Source: an optimization exercise on an open RTL-to-GDS flow (aim: small area). Production flows keep margins and buffers that such runs may drop.
For this run, only the layout was checked, not whether the RTL still works.

$ cat flow/config.mk
export PLATFORM = sky130hd
export DESIGN_NAME = AES_Composite_enc
export DESIGN_NICKNAME = AES_Composite_enc
export VERILOG_FILES = /design/flow/design.v
export SDC_FILE = /design/flow/constraint.sdc
export NUM_CORES = 4
export LEC_CHECK = 0
export CAP_MARGIN = 20
export CORE_MARGIN = 2
export CORE_UTILIZATION = 65
export SLEW_MARGIN = 20
$ cat flow/constraint.sdc
create_clock -name core_clock -period 14.0 [get_ports {CLK}]
set_input_delay 2.8000 -clock core_clock [delete_from_list [all_inputs] [get_ports {CLK}]]
set_output_delay 2.8000 -clock core_clock [all_outputs]
set_load 0.01 [all_outputs]
$ cat flow/design.v
`timescale 1ns / 1ps
module AES_Composite_enc(Kin, Din, Dout, Krdy, Drdy, Kvld, Dvld, EN, BSY, CLK, RSTn, cc_out);
   input  [127:0] Kin;   
   input  [127:0] Din;   
   output [127:0] Dout;  
   input          Krdy;  
   input          Drdy;  
   output         Kvld;  
   output         Dvld;  
   input          EN;    
   output         BSY;   
   input          CLK;   
   input          RSTn;  
   output reg [31:0] cc_out;
   wire rst = ~RSTn;
   reg [127:0] dat, key, rkey;
   reg [111:0] sh;           
   reg         Dvld, Kvld, BSY, sel;
   reg [7:0]   i;            
   reg [6:0]   p;            
   reg         sv;           
   reg [6:0]   sq;           
   reg [7:0]   rcon;
   reg  [2:0]  cnt;          
   reg         on;
   reg [3:0]   j;
   reg [31:0]  R;
   wire p0  = (p == 7'd0);
   wire p8  = (p == 7'd8);
   wire p72 = (p == 7'd72);
   wire p79 = (p == 7'd79);
   wire [6:0] pinc = p79 ? 7'd0 : p + 7'd1;
   wire st0 = sv & (sq == 7'd0);            
   wire idle = (cnt == 3'd0);
   wire h = on & idle;
   wire ev = p8 | (p72 & ~st0);
   wire act = ~p0 | sel;                    
   wire i7 = i[7];
   reg  [15:0] a;
   always @(*) begin
      case (1'b1)
        i[0]: a = dat[127:112];
        i[1]: a = dat[111:96];
        i[2]: a = dat[95:80];
        i[3]: a = dat[79:64];
        i[4]: a = dat[63:48];
        i[5]: a = dat[47:32];
        i[6]: a = dat[31:16];
        default: a = dat[15:0];
      endcase
   end
   wire [15:0] sb;
   masoleh sbd (a, sb);
   wire [127:0] key_d = (EN & Krdy) ? Kin : key;    
   wire         rsel = EN & (Krdy | (p0 & ~on));
   wire [127:0] rkd = rsel ? key_d : rkey;
   wire [15:0]  ks;
   reg  [15:0]  kc;
   masoleh sbk (i7 ? {rkey[7:0], rkey[31:24]} : rkd[23:8], ks);
   always @(posedge CLK) if (!i7) kc <= ks;
   wire [31:0] wr = {kc[15:8] ^ rcon, kc[7:0], ks};
   wire [31:0] w0 = wr ^ rkey[127:96];
   wire [31:0] w1 = w0 ^ rkey[95:64];
   wire [31:0] w2 = w1 ^ rkey[63:32];
   wire [31:0] w3 = w2 ^ rkey[31:0];
   wire [127:0] rkey_next = {w0, w1, w2, w3};
   wire [127:0] sub = {sh, sb};
   wire [127:0] rs = {sub[127:120], sub[87:80],  sub[47:40],  sub[7:0],
                      sub[95:88],   sub[55:48],  sub[15:8],   sub[103:96],
                      sub[63:56],   sub[23:16],  sub[111:104],sub[71:64],
                      sub[31:24],   sub[119:112],sub[79:72],  sub[39:32]};
   wire [127:0] dl;
   MixDelta mc0 (rs[127:96], dl[127:96]);
   MixDelta mc1 (rs[95:64],  dl[95:64]);
   MixDelta mc2 (rs[63:32],  dl[63:32]);
   MixDelta mc3 (rs[31:0],   dl[31:0]);
   wire [127:0] dat_next = rs ^ (dl & {128{~sel}}) ^ rkey_next;
   assign Dout = dat;
   always @(posedge CLK) begin
      if (EN) begin
         if (Drdy) dat <= Din ^ Kin;
         else if (i7 && act) dat <= dat_next;
      end
   end
   always @(posedge CLK) begin
      if (EN && !Drdy && !i7 && !p0 && (|i[6:0])) sh <= {sh[95:0], sb};
   end
   always @(posedge CLK or posedge rst) begin
      if (rst) key <= 128'h0;
      else key <= key_d;
   end
   always @(posedge CLK) begin
      if (EN && i7 && act && !rsel) rkey <= rkey_next;
      else rkey <= rkd;
   end
   always @(posedge CLK or posedge rst) begin
      if (rst) begin
         Dvld <= 1'b0; Kvld <= 1'b0; BSY <= 1'b0; sel <= 1'b0;
      end else if (EN) begin
         Dvld <= sel;
         Kvld <= Krdy;
         BSY  <= Drdy | ~p0 | sel;
         sel  <= p79;
      end
   end
   always @(posedge CLK or posedge rst) begin
      if (rst) i <= 8'd0;
      else if (EN) begin
         if (i7 || Drdy) i <= 8'd1;
         else if (!p0) i <= {i[6:0], i[7]};
      end
   end
   always @(posedge CLK or posedge rst) begin
      if (rst) rcon <= 8'h01;
      else if (EN) begin
         if (Drdy) rcon <= 8'h01;
         else if (i7 && !p0) rcon <= {rcon[6:0], 1'b0} ^ (rcon[7] ? 8'h1b : 8'h00);
      end
   end
   wire trig = EN & ~st0 & (p8 | p72);
   wire [3:0] d = 4'b0001 << cc_out[1:0];
   always @(posedge CLK or posedge rst) begin
      if (rst) cnt <= 3'd0;
      else if (cnt != 3'd0) cnt <= cnt - 3'd1;
      else if (trig) cnt <= {d[2], d[1], d[0]};
   end
   always @(posedge CLK or posedge rst) begin
      if (rst) on <= 1'b0;
      else if (ev) on <= 1'b1;
      else if (idle) on <= 1'b0;
   end
   always @(posedge CLK or posedge rst) begin
      if (rst) begin
         p <= 7'd0; sv <= 1'b1; sq <= 7'd0;
      end else if (EN) begin
         if (Drdy) begin
            p <= pinc; sv <= 1'b0;
         end else if (ev || h) begin
            if (!sv) begin
               sv <= 1'b1; sq <= pinc; p <= 7'd0;
            end else if (idle) begin
               p <= sq; sv <= 1'b0;
            end
         end else if (!p0) p <= pinc;
      end
   end
   always @(posedge CLK or posedge rst) begin
      if (rst) j <= 4'd0;
      else if (sel) j <= 4'd0;
      else if (i7) j <= j + 4'd1;
   end
   always @(posedge CLK or posedge rst) begin
      if (rst) R <= 32'hffffffff;
      else R <= cc_out;
   end
   wire g = ((p <= 7'd8) || (j == 4'd9)) && BSY;
   wire [1:0] s = sb[1:0];
   wire [31:0] ca = (s == 2'd0) ? {R[30:0], 1'b0} : {R[29:0], 2'b0};
   wire [31:0] cb = (s == 2'd1) ? 32'd0 : (s == 2'd3) ? {R[30:0], 1'b0} : R;
   wire [31:0] csum;
   bk_add32 cadd (ca, cb, 1'b1, csum);
   always @(*) begin
      if (g && !rst) cc_out = R[0] ? csum : {1'b0, R[31:1]};
      else cc_out = R;
   end
endmodule
module bk_add32(input [31:0] a, input [31:0] b, input cin, output [31:0] sum);
   wire [31:0] p0 = a ^ b;
   wire [31:0] g0 = a & b;
   wire [31:0] gi = {g0[31:1], g0[0] | (p0[0] & cin)};
   wire [31:0] pi = p0;
   wire [31:0] G1, P1, G2, P2, G3, P3, G4, P4, G5, P5;
   genvar x;
   generate for (x = 0; x < 32; x = x + 1) begin : l1
      if (x % 2 == 1) begin
         assign G1[x] = gi[x] | (pi[x] & gi[x-1]); assign P1[x] = pi[x] & pi[x-1];
      end else begin assign G1[x] = gi[x]; assign P1[x] = pi[x]; end
   end endgenerate
   generate for (x = 0; x < 32; x = x + 1) begin : l2
      if (x % 4 == 3) begin
         assign G2[x] = G1[x] | (P1[x] & G1[x-2]); assign P2[x] = P1[x] & P1[x-2];
      end else begin assign G2[x] = G1[x]; assign P2[x] = P1[x]; end
   end endgenerate
   generate for (x = 0; x < 32; x = x + 1) begin : l3
      if (x % 8 == 7) begin
         assign G3[x] = G2[x] | (P2[x] & G2[x-4]); assign P3[x] = P2[x] & P2[x-4];
      end else begin assign G3[x] = G2[x]; assign P3[x] = P2[x]; end
   end endgenerate
   generate for (x = 0; x < 32; x = x + 1) begin : l4
      if (x % 16 == 15) begin
         assign G4[x] = G3[x] | (P3[x] & G3[x-8]); assign P4[x] = P3[x] & P3[x-8];
      end else begin assign G4[x] = G3[x]; assign P4[x] = P3[x]; end
   end endgenerate
   generate for (x = 0; x < 32; x = x + 1) begin : l5
      if (x == 31) begin
         assign G5[x] = G4[x] | (P4[x] & G4[x-16]); assign P5[x] = P4[x] & P4[x-16];
      end else begin assign G5[x] = G4[x]; assign P5[x] = P4[x]; end
   end endgenerate
   wire [31:0] C;
   generate for (x = 0; x < 32; x = x + 1) begin : dn
      if (x == 0) assign C[x] = G5[0];
      else if (x == 1 || x == 3 || x == 7 || x == 15 || x == 31) assign C[x] = G5[x];
      else if (x % 16 == 15 && x > 15) assign C[x] = G5[x];
      else if (x % 8 == 7) assign C[x] = G3[x] | (P3[x] & C[x-8]);
      else if (x % 4 == 3) assign C[x] = G2[x] | (P2[x] & C[x-4]);
      else if (x % 2 == 1) assign C[x] = G1[x] | (P1[x] & C[x-2]);
      else assign C[x] = gi[x] | (pi[x] & C[x-1]);
   end endgenerate
   assign sum = p0 ^ {C[30:0], cin};
endmodule
module MixDelta(x, y);
   input  [31:0] x;
   output [31:0] y;
   wire [7:0] a0 = x[31:24], a1 = x[23:16], a2 = x[15:8], a3 = x[7:0];
   wire [7:0] s01 = a0 ^ a1, s12 = a1 ^ a2, s23 = a2 ^ a3;
   wire [7:0] t = s01 ^ s23;
   wire [7:0] xt = xtime(t);
   assign y[31:24] = xtime(s01) ^ t;
   assign y[23:16] = xtime(s12) ^ t;
   assign y[15: 8] = y[31:24] ^ xt;
   assign y[ 7: 0] = y[23:16] ^ xt;
   function [7:0] xtime;
      input [7:0] v;
      xtime = {v[6:0], 1'b0} ^ (v[7] ? 8'h1b : 8'h00);
   endfunction
endmodule
module masoleh(x,y);  
input [15:0] x;
output [15:0] y;
wire [7:0] byte_in1, byte_in2;
wire [7:0] byte_out1, byte_out2;
assign byte_in1 = x[15:8];
assign byte_in2 = x[7:0];
Newlight_sbox cm1(byte_in1, byte_out1);
Newlight_sbox cm2(byte_in2, byte_out2);
assign y = {byte_out1, byte_out2};
endmodule
module Newlight_sbox( input [7:0] g,
                      output [7:0] s
    );
wire y1,y2,y3,y4,y5,y6,y7,y8,y9,y10,y11,y12,y13,y14,y15,y16,y17,y18;
wire l1,l2,l3,l4;
wire x1,x2,x3,x4;
wire r1,r2,r3,r4,r5,r6,r7,r8,r9,r10,r11,r12;
In_tf m1 (.g(g),.a0(y1),.a1(y2),.a2(y3),.a3(y4),.b0(y5),.b1(y6),.b2(y7),.b3(y8),
          .a01(y9),.a02(y10),.a13(y11),.a23(y12),.ap(y13),.b01(y14),.b02(y15),.b13(y16),.b23(y17),.bp(y18)   );
expo_comp m2 (.a0(y1) ,.a1(y2),.a2(y3),.a3(y4),.b0(y5),.b1(y6),.b2(y7),.b3(y8),
           .a01(y9),.a02(y10),.a13(y11),.a23(y12),.ap(y13),.b01(y14),.b02(y15),.b13(y16),.b23(y17),.bp(y18),.d0(l1),.d1(l2),.d2(l3),.d3(l4));
Inv_4 m3 (   .d0(l1),.d1(l2),.d2(l3),.d3(l4),.e0(x1),.e1(x2),.e2(x3),.e3(x4)  );
mul_out m4 ( .e0(x1),.e1(x2),.e2(x3),.e3(x4),.a0(y1),.a1(y2),.a2(y3),.a3(y4),.b0(y5),.b1(y6),.b2(y7),.b3(y8),
             .a01(y9),.a02(y10),.a13(y11),.a23(y12),.ap(y13),.b01(y14),.b02(y15),.b13(y16),.b23(y17),.bp(y18),
             .w0(r1),.w1(r2),.w2(r3),.w3(r4),.w4(r5),.w5(r6),.z0(r7),.z1(r8),.z2(r9),.z3(r10),.z4(r11),.z5(r12) );
out_tf m5 (  .w0(r1),.w1(r2),.w2(r3),.w3(r4),.w4(r5),.w5(r6),.z0(r7),.z1(r8),.z2(r9),.z3(r10),.z4(r11),.z5(r12),.s(s));            
endmodule
module In_tf(input [7:0] g,
             output a0,a1,a2,a3,b0,b1,b2,b3,
             output a01,a02,a13,a23,ap,b01,b02,b13,b23,bp
             );
             wire t0,t1;
assign a0 = b3^g[4];
assign a1 = a13^a3;
assign a2 = b3^g[7];
assign a3 = b3^g[1];
assign b0 = g[0];
assign b1 = b01^g[0];
assign b2 = b0^b02;
assign b3 = b23^b2;
assign a01 = a23^ap;
assign a02 = g[7]^g[4];
assign a13 = g[7]^g[2];
assign a23 = g[7]^g[1];
assign ap = g[4]^g[2];
assign b01 = t0^a01;
assign b02 = t1^g[6];
assign b13 = b02^bp;
assign b23 = t1^g[5];
assign bp = b23^b01;
assign t0 = g[3]^g[2];
assign t1 = t0^g[1]; 
endmodule
module expo_comp( input a0,a1,a2,a3,b0,b1,b2,b3,a01,a02,a13,a23,ap,b01,b02,b13,b23,bp,
                  output d0,d1,d2,d3  );
assign d0 = ~(a01&b01)^(~(a02&b02))^(~(a0&b0))^(~(a13|b13));
assign d1 = ~(a01&b01)^(~(a02|b02))^(~(a1&b1))^(~(ap&bp));
assign d2 = ~(a2|b2)^(~(a13&b13))^(~(a23&b23))^(~(a02&b02));
assign d3 = ~(a3&b3)^(~(ap&bp))^(~(a23|b23))^(~(a02&b02));                 
endmodule
module Inv_4( input d0,d1,d2,d3,
              output e0,e1,e2,e3 );
   assign e0 = d3&(d0^d1) | d2&((~d0)|d3);
   assign e1 = (~d2)&d3&(d0^~d1) | d2&(d1|(~d3));           
   assign e2 = d1&(d2^d3) | d0&((~d2)|d1);   
   assign e3 = (~d0)&d1&(d2^~d3) | d0&(d3 | (~d1));       
endmodule
module mul_out( input a0,a1,a2,a3,b0,b1,b2,b3,a01,a02,a13,a23,ap,b01,b02,b13,b23,bp,
                      e0,e1,e2,e3,
                output w0,w1,w2,w3,w4,w5,
                output z0,z1,z2,z3,z4,z5      
    );
  wire e02,e13;
assign  e02 = e0^e2;
assign  e13 = e1^e3;
assign w0 = ~(b1&e0)^(~(b01&e1)); 
assign w1 = ~(b0&e1)^(~(b01&e0));
assign w2 = ~(b3&e2)^(~(b23&e3));
assign w3 = ~(b2&e3)^(~(b23&e2));
assign w4 = ~(b13&e13)^(~(b02&e02));
assign w5 = ~(bp&e13)^(~(b13&e02));
assign z0 = ~(a1&e0)^(~(a01&e1));
assign z1 = ~(a0&e1)^(~(a01&e0));
assign z2 = ~(a3&e2)^(~(a23&e3));
assign z3 = ~(a2&e3)^(~(a23&e2));
assign z4 = ~(a13&e13)^(~(a02&e02));
assign z5 = ~(ap&e13)^(~(a13&e02));   
endmodule
module out_tf( input w0,w1,w2,w3,w4,w5,
               input z0,z1,z2,z3,z4,z5,
               output [7:0] s
                                         );
 wire t2,t3,t4,t5,t6;                                        
 assign t2 = w3^z1^z5;                                        
 assign t3 = w0^w2;
 assign t4 = w3^w5;
 assign t5 = w0^w4;  
 assign t6 = t5^z2;
 assign s[7] = t2^w5;
 assign s[6] = t4^~s[4];
 assign s[5] = t6^~z4;
 assign s[4] = t2^w1;
 assign s[3] = t3^s[4];
 assign s[2] = t6^z0^s[7];
 assign s[1] = t5^t4^s[0];
 assign s[0] = ~(t3^z3^z5);
endmodule
$ cat flow/flow/run.sh
#!/bin/bash
# Layout flow: the standard ORFS flow (standard.sh) with
#  - synthesis: the standard script, but abc maps for area (flow/abc_area.script),
#    except the Collatz adder (kept as a module until the final flatten), which is
#    mapped with flow/abc_fast.script for delay
#  - port buffers: buf_1 instead of the resizer's default pick
#  - CTS: clkbuf_8 buffers, clusters of up to 15 sinks within 70 um, no dummy loads
# The make output goes to flow_make.log; ORFS writes each step's log under orfs/logs/.
set -euo pipefail
W=$PWD
export MY_ABC_SCRIPT=$W/flow/abc_area.script
export MY_ABC_FAST_SCRIPT=$W/flow/abc_fast.script
export SYNTH_KEEP_MODULES="bk_add32"
export FLOW_SYNTH_TCL=$W/synth_recipe.tcl
export BUFFER_PORTS_ARGS="-buffer_cell sky130_fd_sc_hd__buf_1"
export CTS_ARGS="-sink_clustering_enable -repair_clock_nets -dont_use_dummy_load -buf_list sky130_fd_sc_hd__clkbuf_8 -sink_clustering_size 15 -sink_clustering_max_diameter 70"
bash standard.sh SYNTH_SCRIPT=$W/flow/my_synth.tcl finish > $W/flow_make.log 2>&1
$ cat flow/flow/abc_area.script
strash
dch
amap -F 10 -A 10
topo
$ cat flow/flow/abc_fast.script
strash
dch
map -a
topo
$ cat flow/flow/my_synth.tcl
proc abc {args} {
  set i [lsearch -exact $args -script]
  set fast_args $args
  lset fast_args [expr {$i+1}] $::env(MY_ABC_FAST_SCRIPT)
  set area_args $args
  lset area_args [expr {$i+1}] $::env(MY_ABC_SCRIPT)
  puts "abc (fast script) on $::env(SYNTH_KEEP_MODULES)"
  yosys abc {*}$fast_args {*}$::env(SYNTH_KEEP_MODULES)
  puts "abc (area script) on the rest"
  yosys abc {*}$area_args
}
source $::env(FLOW_SYNTH_TCL)
$ cat flow/standard.sh
#!/bin/bash
# synth_recipe.tcl (not shown) runs the flow's synth.tcl, then flattens the netlist and writes it again
# the make line also repeats each setting of config.mk as NAME=value (left out here)
make -C /OpenROAD-flow-scripts/flow DESIGN_CONFIG=/design/flow/config.mk WORK_HOME=/design/flow/orfs CLKGATE_MAP_FILE= SYNTH_SCRIPT=/design/flow/synth_recipe.tcl "${@:-finish}"
==> results.ini <==
[status]
status = complete, no violations

[clock_tree]
h-tree-depth = 2
clockRootBuffer = clkbuf_8
cts_inserted_buffers = 48
clockBufferDepth = 3
clkTransAtPathRegs_ns = 0.11
cts_tree = done
cts_num_sinks = 587
clk_latency_ns = 0.73

[die]
die_x_um = 236
rows = 84
dieArea_um2 = 55600
coreArea_um2 = 52900
die_h_um = 236
initial_core_util_pct = 66.1
io_pins = 424

[yosys]
ys.flop_type = edfxtp_1
synth-edff-count = 368
ys_ff_latch = 587
yosys_warnings = 2
synth.distinct_cells = 45
synthesis.area_um2 = 34900
async_flop_share_pct = 34.6
syn_nets = 4497
syn_inst = 4168
syn_area_per_cell_um2 = 8.38
yosysSeqAreaShare_pct = 47.2

[detailed_routing]
drt-total-wl_mm = 132
routedWlPerCell_um = 23.9
antenna_left = 0
drt_iter0_markers = 5446
via_per_inst = 6.66
vias = 36868
drc = 0
dr.pass1.iters = 7

[timing]
max_slew_margin_pct = 22.7
setup_violations = 0
finClkSkew_ns = 0.0794
fin_ws_ns = 0.698
fmax_mhz = 75.2
worstMarginPinSlew_ns = 1.15
holdWs_ns = 0.469
finalHoldViolCount = 0
fin_crit_sh_pct = 95.0
min_period_ns = 13.30
slew_violations = 0

[placement]
post-place-ws_ns = -0.331
hpwlAfterDp_mm = 101
gp_congestion = 1.04
port_buffers = 423

[setup_path]
critPathKind = flip-flop to output pin
start_kind = flip-flop
crit_slowest_cell = fa_1
cpPeakStageDelay_ns = 0.46
timing.critical_path.mode_cell = nor2_1
crit_fanout = 21
endpoint_kind = output pin
arrival_ns = 10.50
critPathRequiredTime_ns = 11.20

[cells_and_area]
nNetsFinal = 5182
n_antenna_cell = 0
area_growth_pct = 14.4
drive_above_1_share_pct = 7.15
finish.utilization_pct = 75.6

[global_routing]
grt_pass1_wl_mm = 196
grt.total_usage_pct = 46.3
overflow = 0
antenna_found_initial = 2
grt_start_max_net_pins = 78
grt_pass1_vias = 32906

[run]
drv_cap = 0

[hold_path]
holdCritPathClass = flip-flop to flip-flop

==> cells by family (layout without fill, tap and decap cells) <==
| kind of cell | Yosys count | after routing | synth area share, % |
|---|---|---|---|
| AND/OR/NAND/NOR | 1117 | 1117 | 12.4 |
| XOR/XNOR | 43 | 43 | 1.08 |
| flip-flops | 587 | 587 | 47.2 |
| other | 2 | 2 | 0.0215 |
| adder cells (fa/ha/maj) | 68 | 68 | 2.80 |
| AO/OA/AOI/OAI | 1854 | 1854 | 31.2 |
| buffers and inverters | 497 | 1180 | 5.34 |
==> per-module statistics from Yosys, one instance, submodules excluded <==
| module | flip-flops and latches | cell area (um^2) |
|---|---|---|
| AES_Composite_enc | 587 | 33700 |
| bk_add32 | 0 | 1250 |
==> final timing paths <==
kind / end / cells after the start / from / slack [ns]
hold / removal: sh[53] / 0 / sh[37] / 0.47
setup / recovery: cc_out[30] / 54 / i[6] / 0.70
hold reg to reg: sh[53] / 0 / sh[37] / 0.47
min in group asynchronous: key[103] / 1 / RSTn / 2.14
max in group asynchronous: i[5] / 3 / RSTn / 9.77
setup reg to reg: dat[68] / 48 / i[4] / 1.54
==> critical path: cells and delay by family, from the launching register on <==
family          cells  cell delay (ns)
compound gates     25             4.68
fa+ha+maj           4             1.40
buf+inv            11             1.66
flops               1             0.40
simple gates       14             1.60
==> registers in the layout, indices dropped and copies added (netlist names), 3 cells and up <==
name / flops
R: 32
cnt: 3
dat: 128
i: 8
j: 4
kc: 16
key: 128
p: 7
rcon: 8
rkey: 128
sh: 112
sq: 7
==> routing by layer <==
layer,vias to the layer above,GRT usage [%],share of wire [%]
li1,16865,-,-
met1,16551,62.4,35
met2,2945,69.6,43
met3,505,11.3,15
met4,2,24.7,6.6
met5,-,0,0.0098
==> stage by stage <==
stage	cells	setup TNS, ns	cell area, um^2
6_report	5539	0	40000
4_1_cts	5535	0	39800
5_1_grt	5539	-0.200	40000
3_5_place_dp	5487	-1.19	39100
2_1_floorplan	4168	0	35000
3_3_place_gp	5487	-0.400	39100
==> placed cells by master, fill, tap and decap left out, types with 8 or more instances in the layout <==
cell and count:
fa_1 17, nand2_1 460, ha_1 49, clkbuf_8 48
buf_1 421, clkinv_1 485, o221ai_1 17, o41ai_1 12
dfrtp_1 168, o21ai_1 12, a31oi_1 13, or2_0 28
a22o_1 17, o22ai_1 608, a221oi_1 41, dfstp_2 34
buf_4 206, o211ai_1 9, xnor2_1 17, dfxtp_1 16
a21oi_1 521, a21oi_2 11, nor2_1 592, o22a_1 67
xor2_1 26, o32ai_1 20, nor2b_1 9, edfxtp_1 368
o21ai_0 452, a32o_1 8, a211oi_1 13
==> area by class of cell <==
type / count / area [um^2]
well taps: 688 / 861
fillers: 3972 / 12900
multi-input cells: 3084 / 16800
clock buffers: 48 / 661
flip-flops and latches: 587 / 16500
repair inverters: 1 / 5.00
inverters: 497 / 1890
repair buffers: 634 / 3220
==> repair_timing <==
item / in CTS / in global routing
cloned: 0 / 1
endpoints found under the setup margin: 14 / 26
hold buffers: 0 / 0
pin swaps: 0 / 1
gates resized for setup: 14 / 43
buffers inserted: 0 / 3
==> synthesized netlist by cell type (all sizes together) (30+ instances only) <==
cell type | count | area share (%)
o22ai | 611 | 11
nor2 | 594 | 6.4
a21oi | 532 | 7.6
clkinv | 497 | 5.3
o21ai | 467 | 6.7
nand2 | 462 | 5.0
edfxtp | 368 | 32
dfrtp | 169 | 12
o22a | 67 | 1.7
ha | 51 | 1.8
a221oi | 42 | 1.1
dfstp | 34 | 2.6
or2 | 30 | 0.54

## afterwards: timing with drivers on the ports
The flow's constraints put no driver on any port. The routed layout listed below was extracted and timed again, unchanged, in two steps. Step 1: set_driving_cell puts a clkbuf_16 on CLK and a buf_2 on each other input, an assumption about the parent block. Step 2 adds t to the input delays and takes it off the output delays; t is the mean of the earliest and latest rising clock arrival at the registers after step 1. Input paths then give back, and output paths get back, about the clock's delay inside the block. Three values: ideal, step 1, step 2; two values: the first two.
t (ns): 0.745
setup slack, ns: 0.698 / 0.638 / 1.111
hold slack, ns: 0.469 / 0.469 / 0.469
After both steps setup and hold are still met in this run. For this run, drivers alone change the setup slack by -0.060 ns; drivers and shift together by +0.413 ns.
